Context: an optimization exercise on an open-source flow, tuned for small area. The choices shown serve that exercise and are no tape-out recipe.
At most, simulation tests tie the RTL to the original design; equivalence was not proved.

exp/delta:
## game_of_silicon
module game_of_silicon (
    input logic clk,
    input logic rst,
    input logic reset,
    input logic load,
    input logic [299:0] load_grid,
    output logic [299:0] grid_out,
    output logic [7:0] segment_pins,
    output logic [3:0] display_select,
    output logic [2:0] rgb,
    output logic vsync,
    output logic hsync
);
For scale: ~5500 cells after synthesis, about 61000 um2 of cells after synthesis.
export LEC_CHECK = 0
export ABC_AREA = 0
export CAP_MARGIN = 20
export CORE_MARGIN = 2
export CORE_UTILIZATION = 45
export GPL_TIMING_DRIVEN = 0
export SLEW_MARGIN = 20
export SYNTH_HIERARCHICAL = 1
create_clock -name core_clock -period 400.0 [get_ports {clk}]
standard.sh (not shown) runs the stock make flow with config.mk's settings and CLKGATE_MAP_FILE= SYNTH_SCRIPT=/design/flow/synth_recipe.tcl, a recipe that flattens the netlist after the stock synthesis.
==> flow/flow/run.sh <==
#!/bin/bash
# Layout flow: the standard flow (standard.sh: ORFS synthesis to finish),
# with three changes to how the layout is made:
#  - the port buffers that ORFS puts on every input and output are the
#    smallest buffer cell (buf_1) instead of ORFS's default pick;
#  - the clock tree uses larger sink clusters and no dummy loads;
#  - after placement, logic cells that drive only a few pins are swapped to the
#    smallest drive strength of the same function (flow/downsize.tcl), and
#    repair_design then fixes any slew or capacitance limit.
# Every tool's output goes to standard_run.log here and to ORFS's own logs
# under orfs/logs.
set -o pipefail
HERE=$(pwd)
export BUFFER_PORTS_ARGS="-buffer_cell sky130_fd_sc_hd__buf_1"
export CTS_ARGS="-sink_clustering_enable -repair_clock_nets -dont_use_dummy_load -sink_clustering_size 22 -sink_clustering_max_diameter 120 -buf_list {sky130_fd_sc_hd__clkbuf_8 sky130_fd_sc_hd__clkbuf_16}"
export POST_RESIZE_TCL="$HERE/flow/downsize.tcl"
bash standard.sh > standard_run.log 2>&1
Other scripts of this flow, unchanged in this note and not shown: flow/flow/downsize.tcl
exp/delta ran to completion and came out clean on the timing, design-rule and antenna checks.
--- input diff exp/delta..exp/violet ---
# exp/delta
export LEC_CHECK = 0
export ABC_AREA = 0
export CAP_MARGIN = 20
export CORE_MARGIN = 2
export CORE_UTILIZATION = 45
export GPL_TIMING_DRIVEN = 0
export SLEW_MARGIN = 20
export SYNTH_HIERARCHICAL = 1
create_clock -name core_clock -period 400.0 [get_ports {clk}]
# exp/violet
export LEC_CHECK = 0
export ABC_AREA = 0
export CAP_MARGIN = 20
export CORE_MARGIN = 2
export CORE_UTILIZATION = 45
export SLEW_MARGIN = 20
export SYNTH_HIERARCHICAL = 1
create_clock -name core_clock -period 400.0 [get_ports {clk}]
diff --git a/flow/flow/run.sh b/flow/flow/run.sh
--- a/flow/flow/run.sh
+++ b/flow/flow/run.sh
@@ -15,0 +16 @@
+export GPL_KEEP_OVERFLOW=0
Results
- Share of the clock period used by the worst path across exp/violet and exp/delta: no real change.
- Compared to exp/delta, the router laid down more metal wire for exp/violet.
- Aggregate global-route resource usage in exp/violet is 0.86 points higher than in exp/delta
- The number of well-tap cells placed of exp/violet and that of exp/delta are within noise of each other.
- Non-clock buffer count delta for exp/violet relative to exp/delta: 34 lower
- Final area of exp/delta is on par with exp/violet.
- exp/delta → exp/violet: area added between synthesis and finish now smaller; critical path depth lower.
- Between exp/delta and exp/violet, the mapped cell area figures differ only marginally.
- Taking exp/delta as the reference point, the shortest period the worst path allows of exp/violet rises by 0.084 ns.
[inputs] exp/juniper vs exp/violet
diff --git a/flow/flow/run.sh b/flow/flow/run.sh
--- a/flow/flow/run.sh
+++ b/flow/flow/run.sh
@@ -16 +15,0 @@
-export GPL_KEEP_OVERFLOW=0
## What came out
exp/juniper was carried through to the last stage, and its layout satisfied the timing, design-rule and antenna checks.
On depth of the critical timing path with buffers and inverters included, the lower figure sits with exp/violet, not exp/juniper.
Final global-route overflow total: exp/juniper vs exp/violet identical
Taking exp/violet as the reference, in exp/juniper global-route usage climbed 0.67 points, post-synthesis cell area barely changed, cell area reported after detailed placement climbed 0.85%.
Taking exp/violet as the reference point, the buffer and inverter count on the worst path of exp/juniper rises by 1.
In the tables for exp/violet and exp/juniper, multi-input logic portion of the cell area reads lower with exp/juniper.
Looking at last element of the critical path, the hsync result is from exp/juniper; the vsync one comes from exp/violet.
exp/juniper against exp/violet; via total after detailed routing is up slightly.
exp/violet has a lower area of all placed cells without fillers than exp/juniper.
## Diff of input files: exp/fjord against exp/juniper
diff --git a/flow/flow/run.sh b/flow/flow/run.sh
--- a/flow/flow/run.sh
+++ b/flow/flow/run.sh
@@ -15 +15 @@
-export CTS_ARGS="-sink_clustering_enable -repair_clock_nets -dont_use_dummy_load -sink_clustering_size 22 -sink_clustering_max_diameter 120 -buf_list {sky130_fd_sc_hd__clkbuf_8 sky130_fd_sc_hd__clkbuf_16}"
+export CTS_ARGS="-sink_clustering_enable -repair_clock_nets -dont_use_dummy_load -sink_clustering_size 25 -sink_clustering_max_diameter 110 -buf_list {sky130_fd_sc_hd__clkbuf_8 sky130_fd_sc_hd__clkbuf_16}"
Results
- For register fraction of the total cell area, exp/juniper and exp/fjord come out practically identical.
- Compared with exp/juniper, exp/fjord shows a higher number of buffers created by CTS.
- From exp/juniper to exp/fjord the numbers moved as follows: final routed wire length divided by cell count saw little to no change, share of post-route cells with drive strength above 1 barely changed, relative slew slack saw a decrease, number of buffers inserted by port buffering held.
- In the metrics for exp/juniper and exp/fjord, the one carrying the higher clock buffer instance count of the final layout is exp/fjord.
- The worst hold slack of exp/fjord was superior to that of exp/juniper.
- Number of diodes added for antenna fixing, exp/juniper and exp/fjord: smaller value in exp/juniper
Function was not checked in any run of this note: the RTL went through the layout flow alone.

========
Setup of run 1:
game_of_silicon, a different RTL version from the one above (not shown whole).
Size: ~5100 cells after synthesis, about 620 I/O pins.
export LEC_CHECK = 0
export ABC_AREA = 0
export CAP_MARGIN = 20
export CORE_MARGIN = 2
export CORE_UTILIZATION = 45
export SLEW_MARGIN = 20
export SYNTH_HIERARCHICAL = 1
create_clock -name core_clock -period 400.0 [get_ports {clk}]
==> flow/flow/run.sh <==
#!/bin/bash
# Layout flow: the standard flow (standard.sh: ORFS synthesis to finish),
# with these changes to how the layout is made:
#  - the port buffers that ORFS puts on every input and output are the
#    smallest buffer cell (buf_1) instead of ORFS's default pick;
#  - placement keeps every net to at most 40 pins (flow/fanout.tcl);
#  - after global placement, the buffers that timing-driven placement put on
#    flip-flop outputs are taken out again (flow/unbuf.tcl);
#  - after the resize step, logic cells that drive only a few pins are swapped
#    to the smallest drive strength of the same function (flow/downsize.tcl),
#    placement buffers are made buf_2, and repair_design then fixes any slew
#    or capacitance limit;
#  - the clock tree uses larger sink clusters and no dummy loads.
# Every tool's output goes to standard_run.log here and to ORFS's own logs
# under orfs/logs.
set -o pipefail
HERE=$(pwd)
export BUFFER_PORTS_ARGS="-buffer_cell sky130_fd_sc_hd__buf_1"
export CTS_ARGS="-sink_clustering_enable -repair_clock_nets -dont_use_dummy_load -sink_clustering_size 22 -sink_clustering_max_diameter 120 -buf_list {sky130_fd_sc_hd__clkbuf_8 sky130_fd_sc_hd__clkbuf_16} -root_buf sky130_fd_sc_hd__clkbuf_16 -sink_clustering_buffer sky130_fd_sc_hd__clkbuf_16"
export PRE_GLOBAL_PLACE_TCL="$HERE/flow/fanout.tcl"
export POST_GLOBAL_PLACE_TCL="$HERE/flow/unbuf.tcl"
export POST_RESIZE_TCL="$HERE/flow/downsize.tcl"
bash standard.sh > standard_run.log 2>&1
Other scripts of this flow, unchanged in this note and not shown: flow/flow/downsize.tcl, flow/flow/fanout.tcl, flow/flow/unbuf.tcl
Changes in run 2 relative to run 1:
diff --git a/flow/flow/run.sh b/flow/flow/run.sh
--- a/flow/flow/run.sh
+++ b/flow/flow/run.sh
@@ -17,5 +17,5 @@
 HERE=$(pwd)
 export BUFFER_PORTS_ARGS="-buffer_cell sky130_fd_sc_hd__buf_1"
-export CTS_ARGS="-sink_clustering_enable -repair_clock_nets -dont_use_dummy_load -sink_clustering_size 22 -sink_clustering_max_diameter 120 -buf_list {sky130_fd_sc_hd__clkbuf_8 sky130_fd_sc_hd__clkbuf_16} -root_buf sky130_fd_sc_hd__clkbuf_16 -sink_clustering_buffer sky130_fd_sc_hd__clkbuf_16"
+export CTS_ARGS="-sink_clustering_enable -repair_clock_nets -dont_use_dummy_load -sink_clustering_size 22 -sink_clustering_max_diameter 120 -buf_list {sky130_fd_sc_hd__clkbuf_8 sky130_fd_sc_hd__clkbuf_16}"
 export PRE_GLOBAL_PLACE_TCL="$HERE/flow/fanout.tcl"
 export POST_GLOBAL_PLACE_TCL="$HERE/flow/unbuf.tcl"
--- outcome ---
The layout inverter count without the clock tree on run 1 is in line with that on run 2. Re number of cells on the worst hold path: no difference whatsoever between run 2 and run 1. Re final critical-path setup slack: no difference whatsoever between run 1 and run 2. Run 1 -> run 2: synthesized instance count delta 0, exact match.
Input-level comparison between run 3 and run 2:
diff --git a/flow/flow/run.sh b/flow/flow/run.sh
--- a/flow/flow/run.sh
+++ b/flow/flow/run.sh
@@ -17,5 +17,5 @@
 HERE=$(pwd)
 export BUFFER_PORTS_ARGS="-buffer_cell sky130_fd_sc_hd__buf_1"
-export CTS_ARGS="-sink_clustering_enable -repair_clock_nets -dont_use_dummy_load -sink_clustering_size 22 -sink_clustering_max_diameter 120 -buf_list {sky130_fd_sc_hd__clkbuf_8 sky130_fd_sc_hd__clkbuf_16}"
+export CTS_ARGS="-sink_clustering_enable -repair_clock_nets -dont_use_dummy_load -sink_clustering_size 7 -sink_clustering_max_diameter 45 -buf_list {sky130_fd_sc_hd__clkbuf_4}"
 export PRE_GLOBAL_PLACE_TCL="$HERE/flow/fanout.tcl"
 export POST_GLOBAL_PLACE_TCL="$HERE/flow/unbuf.tcl"
Results
- Run 3 against run 2: clock-buffer cell count now larger, count of placed standard cells in the final layout, fillers left out now sits higher, routed wire length up 0.44%.
- Taking run 2 as the reference, in run 3 number of vias in the routed layout went up 700; slack of the critical path went up 0.54 ns.
The following lists how run 4 was set up differently from run 3:
diff --git a/flow/flow/run.sh b/flow/flow/run.sh
--- a/flow/flow/run.sh
+++ b/flow/flow/run.sh
@@ -17,5 +17,5 @@
 HERE=$(pwd)
 export BUFFER_PORTS_ARGS="-buffer_cell sky130_fd_sc_hd__buf_1"
-export CTS_ARGS="-sink_clustering_enable -repair_clock_nets -dont_use_dummy_load -sink_clustering_size 7 -sink_clustering_max_diameter 45 -buf_list {sky130_fd_sc_hd__clkbuf_4}"
+export CTS_ARGS="-sink_clustering_enable -repair_clock_nets -dont_use_dummy_load -sink_clustering_size 8 -sink_clustering_max_diameter 50 -buf_list {sky130_fd_sc_hd__clkbuf_4 sky130_fd_sc_hd__clkbuf_8}"
 export PRE_GLOBAL_PLACE_TCL="$HERE/flow/fanout.tcl"
 export POST_GLOBAL_PLACE_TCL="$HERE/flow/unbuf.tcl"
Findings:
Design area in run 4 is 560 um^2 above run 3. Run 4 -> run 3: placeable core area delta 0, exact match. Looking only at transition at the pin with the smallest max-transition slack, and setting everything else aside, the lower value of run 4 and run 3 goes to run 4. Comparing the two runs side by side, run 4 comes out behind run 3 on final critical path time including I/O delays and setup. Summary of run 4 over run 3: number of nets in the layout decreased by 23 relative to the old numbers; clock tree buffer count of the final layout down 23; clock buffer and inverter area fraction after layout now larger; layout cell share with drive strength beyond 1 decreased 0.37 points. In terms of global routing usage summed across all routing layers, run 3 and run 4 differ only marginally.

========
yarrow:
Another version of the RTL of game_of_silicon (not shown whole).
Size in the first run: about 5500 cells after synthesis, ~620 I/O pins, ~61000 um^2 of cells after synthesis.
Settings: LEC_CHECK=0, ABC_AREA=0, CAP_MARGIN=0, CORE_MARGIN=2, CORE_UTILIZATION=65, CTS_BUF_LIST=sky130_fd_sc_hd__clkbuf_2 sky130_fd_sc_hd__clkbuf_4, SLEW_MARGIN=0, SYNTH_HIERARCHICAL=1; clock period 400.0 ns.
run.sh (not shown) runs the stock make flow with config.mk's settings and CLKGATE_MAP_FILE= SYNTH_SCRIPT=/design/flow/synth_recipe.tcl, a recipe that flattens the netlist after the stock synthesis.
Stock flow here: none of the scripts above is used.
The inputs of zinc differ from those of yarrow as listed below.
- changing SLEW_MARGIN from 0 to 20
- changing CTS_BUF_LIST from sky130_fd_sc_hd__clkbuf_2 sky130_fd_sc_hd__clkbuf_4 to sky130_fd_sc_hd__clkbuf_4 sky130_fd_sc_hd__clkbuf_8
- changing CAP_MARGIN from 0 to 20
==> flow/flow/run.sh (new file) <==
#!/bin/bash
set -o pipefail
cp standard.sh standard_copy.txt
export BUFFER_PORTS_ARGS="-buffer_cell sky130_fd_sc_hd__buf_1"
bash standard.sh > standard_run.log 2>&1
==> flow/standard.sh (new file) <==
#!/bin/bash
# synth_recipe.tcl (not shown) runs the flow's synth.tcl, then flattens the netlist and writes it again
# the make line also repeats each setting of config.mk as NAME=value (left out here)
make -C /OpenROAD-flow-scripts/flow DESIGN_CONFIG=/design/flow/config.mk WORK_HOME=/design/flow/orfs CLKGATE_MAP_FILE= SYNTH_SCRIPT=/design/flow/synth_recipe.tcl "${@:-finish}"
removed: flow/run.sh
--- outcome ---
First-pass GRT wire length (zinc vs. yarrow) decreases slightly
Compared with yarrow, zinc shows a lower cell area.
Summary of zinc over yarrow: post-route worst setup slack grew by 550 ps; worst-case hold slack now smaller; area growth from synthesis to final layout went down by 5.8 points; normalized max-slew margin did not really move; non-filler instance count after layout decreased by 121 relative to the old numbers.
Relative to yarrow, total routed wire length on the met1 layer has increased by 1900 um in zinc.
### zinc -> xenon
==> flow/run.sh (new file) <==
#!/bin/bash
# synth_recipe.tcl (not shown) runs the flow's synth.tcl, then flattens the netlist and writes it again
# the make line also repeats each setting of config.mk as NAME=value (left out here)
make -C /OpenROAD-flow-scripts/flow DESIGN_CONFIG=/design/flow/config.mk WORK_HOME=/design/flow/orfs CLKGATE_MAP_FILE= SYNTH_SCRIPT=/design/flow/synth_recipe.tcl finish
removed: flow/flow/run.sh
removed: flow/standard.sh
==> comparison <==
- Post-detailed-routing wire length: zinc vs xenon — no meaningful difference
- Diff xenon..zinc | number of buffers inserted by port buffering | unchanged
- Between zinc and xenon, the post-placement cell count figures differ only marginally.
- Taking zinc as the reference, in xenon time the final worst path needs with I/O delays and setup rose by 720 ps; met3 routed wirelength saw an increase.
No run of this note included a check of the RTL's function; only the layout flow was run.

========
game_of_silicon, a different RTL version from the one above (not shown whole).
Size in the first run: roughly 5400 cells after synthesis, roughly 0.061 mm² of cells after synthesis.
export LEC_CHECK = 0
export ABC_AREA = 0
export CAP_MARGIN = 20
export CORE_MARGIN = 2
export CORE_UTILIZATION = 45
export SLEW_MARGIN = 20
export SYNTH_HIERARCHICAL = 1
create_clock -name core_clock -period 400.0 [get_ports {clk}]
standard.sh (not shown) runs the stock make flow with config.mk's settings and CLKGATE_MAP_FILE= SYNTH_SCRIPT=/design/flow/synth_recipe.tcl, a recipe that flattens the netlist after the stock synthesis.
==> flow/flow/run.sh <==
#!/bin/bash
# Layout flow: the standard flow (standard.sh: ORFS synthesis to finish),
# with these changes to how the layout is made:
#  - the port buffers that ORFS puts on every input and output are the
#    smallest buffer cell (buf_1) instead of ORFS's default pick;
#  - placement keeps every net to at most 40 pins (flow/fanout.tcl);
#  - after global placement, the buffers that timing-driven placement put on
#    flip-flop outputs are taken out again (flow/unbuf.tcl);
#  - after the resize step, logic cells that drive only a few pins are swapped
#    to the smallest drive strength of the same function (flow/downsize.tcl),
#    and repair_design then fixes any slew or capacitance limit;
#  - the clock tree uses larger sink clusters and no dummy loads.
# Every tool's output goes to standard_run.log here and to ORFS's own logs
# under orfs/logs.
set -o pipefail
HERE=$(pwd)
export BUFFER_PORTS_ARGS="-buffer_cell sky130_fd_sc_hd__buf_1"
export CTS_ARGS="-sink_clustering_enable -repair_clock_nets -dont_use_dummy_load -sink_clustering_size 22 -sink_clustering_max_diameter 120 -buf_list {sky130_fd_sc_hd__clkbuf_8 sky130_fd_sc_hd__clkbuf_16}"
export PRE_GLOBAL_PLACE_TCL="$HERE/flow/fanout.tcl"
export POST_GLOBAL_PLACE_TCL="$HERE/flow/unbuf.tcl"
export POST_RESIZE_TCL="$HERE/flow/downsize.tcl"
bash standard.sh > standard_run.log 2>&1
Other scripts of this flow, unchanged in this note and not shown: flow/flow/downsize.tcl, flow/flow/fanout.tcl, flow/flow/unbuf.tcl
Edit:
Settings changed: CORE_UTILIZATION 45 to 60.
After rerunning: Synthesized cell count does not change. Synthesized area is unchanged. Non-clock buffer count grows by 9.
Edit:
--- a/flow/flow/run.sh
+++ b/flow/flow/run.sh
@@ -17,3 +17,3 @@
 export BUFFER_PORTS_ARGS="-buffer_cell sky130_fd_sc_hd__buf_1"
-export CTS_ARGS="-sink_clustering_enable -repair_clock_nets -dont_use_dummy_load -sink_clustering_size 22 -sink_clustering_max_diameter 120 -buf_list {sky130_fd_sc_hd__clkbuf_8 sky130_fd_sc_hd__clkbuf_16}"
+export CTS_ARGS="-sink_clustering_enable -repair_clock_nets -dont_use_dummy_load -sink_clustering_size 13 -sink_clustering_max_diameter 80 -buf_list {sky130_fd_sc_hd__clkbuf_8}"
 export PRE_GLOBAL_PLACE_TCL="$HERE/flow/fanout.tcl"
Settings changed: CORE_UTILIZATION 60 to 45.
The new run completed with no timing, DRC or antenna violations.
Design area came out higher by 0.79%.
Via count decreases by 0.91%.

==> what the ideal ports hide <==
In the flow no input, the clock included, has a driving cell. The finished layouts below were timed again as built, in two steps.
Step 1, drivers: a clkbuf_16 drives clk and a buf_2 each remaining input, both assumed.
Step 2 adds t to the input delays and takes it off the output delays; t is the mean of the earliest and latest rising clock arrival at the registers after step 1. Input paths then give back, and output paths get back, about the clock's delay inside the block.
Slacks: no drivers / after step 1 / after step 2; pairs: no drivers / after step 1.
run	t (ns)	setup WS [ns]	hold WS [ns]
exp/delta	0.726	317.501 / 317.560 / 316.835	0.445 / 0.445 / 0.445
exp/violet	0.734	317.417 / 317.335 / 316.869	0.444 / 0.444 / 0.444
exp/juniper	0.742	317.591 / 317.506 / 316.941	0.437 / 0.437 / 0.437
exp/fjord	0.728	317.586 / 317.505 / 316.946	0.440 / 0.440 / 0.440
run 1	0.716	315.589 / 315.644 / 314.928	0.456 / 0.456 / 0.456
run 2	0.716	315.589 / 315.644 / 314.928	0.456 / 0.456 / 0.456
run 3	1.253	316.125 / 316.177 / 314.924	0.444 / 0.444 / 0.444
run 4	0.919	315.775 / 315.832 / 314.913	0.441 / 0.441 / 0.441
yarrow	1.246	316.684 / 316.610 / 315.673	0.460 / 0.460 / 0.460
zinc	0.903	317.235 / 317.292 / 316.389	0.447 / 0.447 / 0.447
xenon	0.915	316.520 / 316.570 / 315.655	0.464 / 0.464 / 0.464
the first run of note 4	0.720	317.121 / 317.039 / 316.521	0.455 / 0.455 / 0.455
the second run of note 4	0.696	317.253 / 317.171 / 316.696	0.441 / 0.441 / 0.441
the third run of note 4	0.859	317.054 / 316.973 / 316.498	0.443 / 0.443 / 0.443
After both steps setup and hold are still met in every run listed. The setup slack of run 3, which loses most, moves by +0.052 ns with the drivers and by -1.201 ns with both steps.
